This is an optimization exercise on Yosys and OpenROAD, whose aim is small area and a short achievable clock period, not a production implementation.
Function was checked by simulation only, so behaviour that the tests miss may differ from the original.

File: flow/run.sh
#!/bin/bash
# synth_recipe.tcl (not shown) runs the flow's synth.tcl, then flattens the netlist and writes it again
# the make line also repeats each setting of config.mk as NAME=value (left out here)
make -C /OpenROAD-flow-scripts/flow DESIGN_CONFIG=/design/flow/config.mk WORK_HOME=/design/flow/orfs CLKGATE_MAP_FILE= SYNTH_SCRIPT=/design/flow/synth_recipe.tcl finish
File: flow/config.mk
export PLATFORM = sky130hd
export DESIGN_NAME = rat_round
export DESIGN_NICKNAME = rat_round
export VERILOG_FILES = /design/flow/design.v
export SDC_FILE = /design/flow/constraint.sdc
export NUM_CORES = 4
export LEC_CHECK = 0
export CAP_MARGIN = 20
export CORE_MARGIN = 2
export CORE_UTILIZATION = 40
export SLEW_MARGIN = 20
File: flow/constraint.sdc
create_clock -name core_clock -period 72.0 [get_ports {clk}]
set_input_delay 14.4000 -clock core_clock [delete_from_list [all_inputs] [get_ports {clk}]]
set_output_delay 14.4000 -clock core_clock [all_outputs]
set_load 0.01 [all_outputs]
File: flow/design.v
module rat_round #(parameter WIDTH=32) (
        input clk,
        input rst,
        input [WIDTH-1:0] in_num,
        input [WIDTH-1:0] in_den,
        output reg [WIDTH-1:0] out_num,
        output wire [WIDTH-1:0] out_den,
        output wire rdy
    );
    reg [WIDTH-1:0] tmp_num;
    reg [WIDTH-1:0] tmp_den;
    reg [WIDTH-1:0] quo;
    reg [WIDTH-1:0] rem;
    reg [WIDTH-1:0] den_b;
    reg reg_rdy_a;
    reg reg_rdy_b;
    reg reg_rdy_c;
    wire den_is_neg;
    wire [WIDTH-1:0] round_up;
    assign den_is_neg = in_den[WIDTH-1];
    assign round_up = rem >= (den_b >> 1);
    assign rdy = reg_rdy_c;
    assign out_den = 1;
    always @(posedge clk) begin
        if (rst) begin
            out_num <= 0;
            tmp_num <= 0;
            tmp_den <= 0;
            quo <= 0;
            rem <= 0;
            den_b <= 0;
            reg_rdy_a <= 0;
            reg_rdy_b <= 0;
            reg_rdy_c <= 0;
        end else begin
            tmp_num <= (den_is_neg) ? -in_num : in_num;
            tmp_den <= (den_is_neg) ? -in_den : in_den;
            reg_rdy_a <= 1;
            quo <= tmp_num / tmp_den;
            rem <= tmp_num % tmp_den;
            den_b <= tmp_den;
            reg_rdy_b <= reg_rdy_a;
            out_num <= quo + round_up;
            reg_rdy_c <= reg_rdy_b;
        end
    end
endmodule
==> reports/qor.yml <==
clocking:
  cts_tree: "built"
  clockRootBuffer: "clkbuf_16"
  clkSlewWorstSetupHoldPaths_ns: 0.08
  worst_skew_pair.late_latency_ns: 0.50
  numCtsBuffers: 17
  h-tree-depth: 4
  clockBufferDepth: 2
  clock-sinks: 194
  hold_buffers: 0
global_routing:
  grt_use_total_pct: 33.29
  grt_pass1_vias: 42830
  grt_max_degree: 71
  gr-total-overflow: 0
  grt_pass1_wl_um: 256700
  antenna_found_initial: 4
synthesis:
  syn_inst: 5536
  synthTopCellsByCount: "nor2_1 (654), ha_1 (565), nand2_1 (527), a21oi_1 (428), o21ai_0 (308)"
  async_flop_share_pct: 0
  ys_warn_count: 1
  synthFlopType: "dfxtp_1"
  yosys-top-cells-area: "ha_1 (18%), dfxtp_1 (9.9%), nor2_1 (6.3%)"
  synth_edf_count: 0
  yosysMostFrequentCell: "nor2_1"
  synth.distinct_cells: 106
  postSynthAreaPerCell_um2: 7.078
  netlist_area_mm2: 0.03918
  ys_seq_area_share_pct: 9.912
  synth_top_area_share_pct: 18.04
  synth.largest_area_cell: "ha_1"
  synth_seq_cells: 194
finish:
  fill_cells: 9663
  fin_util_pct: 50.81
  nets: 7020
  drive_gt1_share_pct: 19.31
  area_delta_synth_final_pct: 25.60
  final-seq-area_mm2: 0.003884
  multi_input_area_mm2: 0.03426
worst_setup_path:
  startpoint_type: "flip-flop"
  end_kind: "flip-flop"
  crit_slowest_cell: "o311ai_1"
  worstRegToRegCells: 287
  slowest_delay_ns: 0.60
  r2r_end: "rem[15]"
  reg2reg_from: "tmp_den[14]"
  worstPathMaxFanout: 30
  worst_path_most_repeated_cell: "ha_1"
  critPathRequiredTime_ns: 72.37
  regToRegSetupSlack_ns: 3.53
  path_class: "flip-flop to flip-flop"
  cp_data_arrival_time_ns: 68.84
die:
  die_h_um: 317.0
  die_x_um: 317.0
  core_area_mm2: 0.09685
  start_util_pct: 40.46
  io_pins: 131
  die_area_mm2: 0.1005
  placementRows: 114
sta:
  hold_slack_ns: 0.4316
  period_minus_slack_ns: 68.47
  drv_slew: 0
  tightest_slew_ns: 1.153
  max_freq_mhz: 14.61
  setup_viol: 0
  post-route-period-util_pct: 95.09
  relSlewSlack_pct: 23.16
  fin_worst_skew_ns: 0.02275
  tns_ns: 0
  worst_slack_ns: 3.532
  hold_viol_final: 0
min_path:
  min-delay-start: "reg_rdy_b"
  hold_path.class: "flip-flop to flip-flop"
  holdPathStages: 1
  hold_end: "reg_rdy_c"
routing:
  drt_iter0_drc: 4602
  totalWireLength_um: 173400
  first_pass_iters: 6
  drcViolationCount: 0
  vias: 46500
  ant_nets: 0
  viasPerCell: 6.054
  avgRoutedWirePerCell_um: 22.58
placed_design:
  dpl.hpwl_um: 140500
  place_ws_ns: -2.303
  port_buffers: 98
  place.gp.congestion: 1.059
status:
  status: "finished clean"
run:
  drv_cap: 0
## critical path, delay by kind of cell (launching register included)
kind,cells,cell delay (ns)
buffers and inverters,36,6.22
AND/OR/NAND/NOR,65,14.00
AO/OA/AOI/OAI,148,35.31
adder cells (fa/ha/maj),31,9.71
flip-flops,1,0.44
multiplexers,7,2.48
## registers in the layout, summed over array words and instances (netlist names)
| register | flops |
|---|---|
| tmp_num | 32 |
| reg_rdy_a | 1 |
| tmp_den | 32 |
| den_b | 31 |
| out_num | 32 |
| reg_rdy_c | 1 |
| reg_rdy_b | 1 |
| rem | 32 |
| quo | 32 |
## area by class of cell
class | count | area share [%]
Timing Repair Buffer | 1018 | 16.26
Antenna cell | 4 | 0.02034
Sequential cell | 194 | 7.892
Clock inverter | 14 | 0.3280
Inverter | 228 | 1.739
Multi-Input combinational cell | 4929 | 69.62
Clock buffer | 18 | 0.8924
Tap cell | 1276 | 3.244
## repair_timing
action / in CTS / in global routing
pin swaps: 3 / 14
endpoints found under the setup margin: 33 / 34
buffers inserted: 7 / 24
resized for setup: 18 / 121
gates cloned: 0 / 1
## metrics by stage
step	std cells	area, µm²
after floorplan	5566	39290
after global placement	7613	47720
after detailed placement	7613	47720
after CTS	7652	48460
after global routing	7677	49200
final	7681	49210
## placed cells by master, fill, tap and decap left out, types with 32 or more instances in the layout
master           Yosys  layout
o31ai_1             59      54
o211ai_1            71      71
clkdlybuf4s50_1      0      96
conb_1               2      32
o21ai_0            308     295
nor2_1             654     644
mux2_2              47      47
a21oi_1            428     413
o21a_1             135     133
a21o_1             189     188
o21bai_1            42      40
nand2b_1            69      67
inv_1              225     223
nor2b_1             49      48
and3_1              54      52
nor3_1             166     164
and2_1              37      37
buf_4               35     909
nand3_1            160     158
xor2_1             226     226
xnor2_1            219     219
a31oi_1             80      73
dfxtp_1            194     194
or2_2               38      38
mux2i_1             37      36
a211oi_1            59      52
ha_1               565     565
or3_1               71      71
nand4_1             55      55
a21boi_0            36      35
nand2_1            527     525
## how the worst max path moves through the flow
stage,cells after the start,endpoint,startpoint
6_report,287,rem[15],tmp_den[14]
5_1_grt,297,rem[20],tmp_den[14]
4_1_cts,285,rem[29],tmp_den[26]
3_5_place_dp,280,rem[29],tmp_den[23]
3_3_place_gp,283,rem[29],tmp_den[23]
2_1_floorplan,308,rem[18],tmp_den[23]
## routing by layer
metal  track usage (%)  routed length [µm]  vias to the layer above
li1                  -                   -                    22120
met1             43.30               73250                    21770
met2             53.92               76460                     2131
met3             5.439               14170                      481
met4             14.99                9546                        0
met5                 0                   0                        -
## cell families (layout without fill, tap and decap cells)
kind of cell	count (synthesis)	in the layout	synth area share, %
compound gates	1781	1782	30.61
xor+xnor	445	445	9.947
mux	88	88	2.449
other cells	2	36	0.01917
buf+inv	444	1278	4.713
simple gates	2016	2016	24.26
fa+ha+maj	566	566	18.09
flops	194	194	9.912

==> port drivers added, routing unchanged <==
The flow's constraints put no driver on any port. The routed layout listed below was extracted and timed again, unchanged, in two steps.
Step 1 (the two cells are an assumption about what drives the block):
set clk [get_ports {clk}]
set_driving_cell -lib_cell sky130_fd_sc_hd__clkbuf_16 $clk
set_driving_cell -lib_cell sky130_fd_sc_hd__buf_2 [delete_from_list [all_inputs] $clk]
Step 2 also shifts input and output timing later by t, the mid clock arrival at the registers, as if the neighbouring blocks saw the same clock.
a / b / c = ideal / step 1 / step 2; a / b = the first two.
t (ns): 0.553
slack for setup (ns): 3.532 / 3.532 / 3.532
slew at the worst register clock pin (ns): 0.09 / 0.09
After both steps setup and hold are still met in this run. For this run, drivers alone change the setup slack by 0.000 ns; drivers and shift together by 0.000 ns.
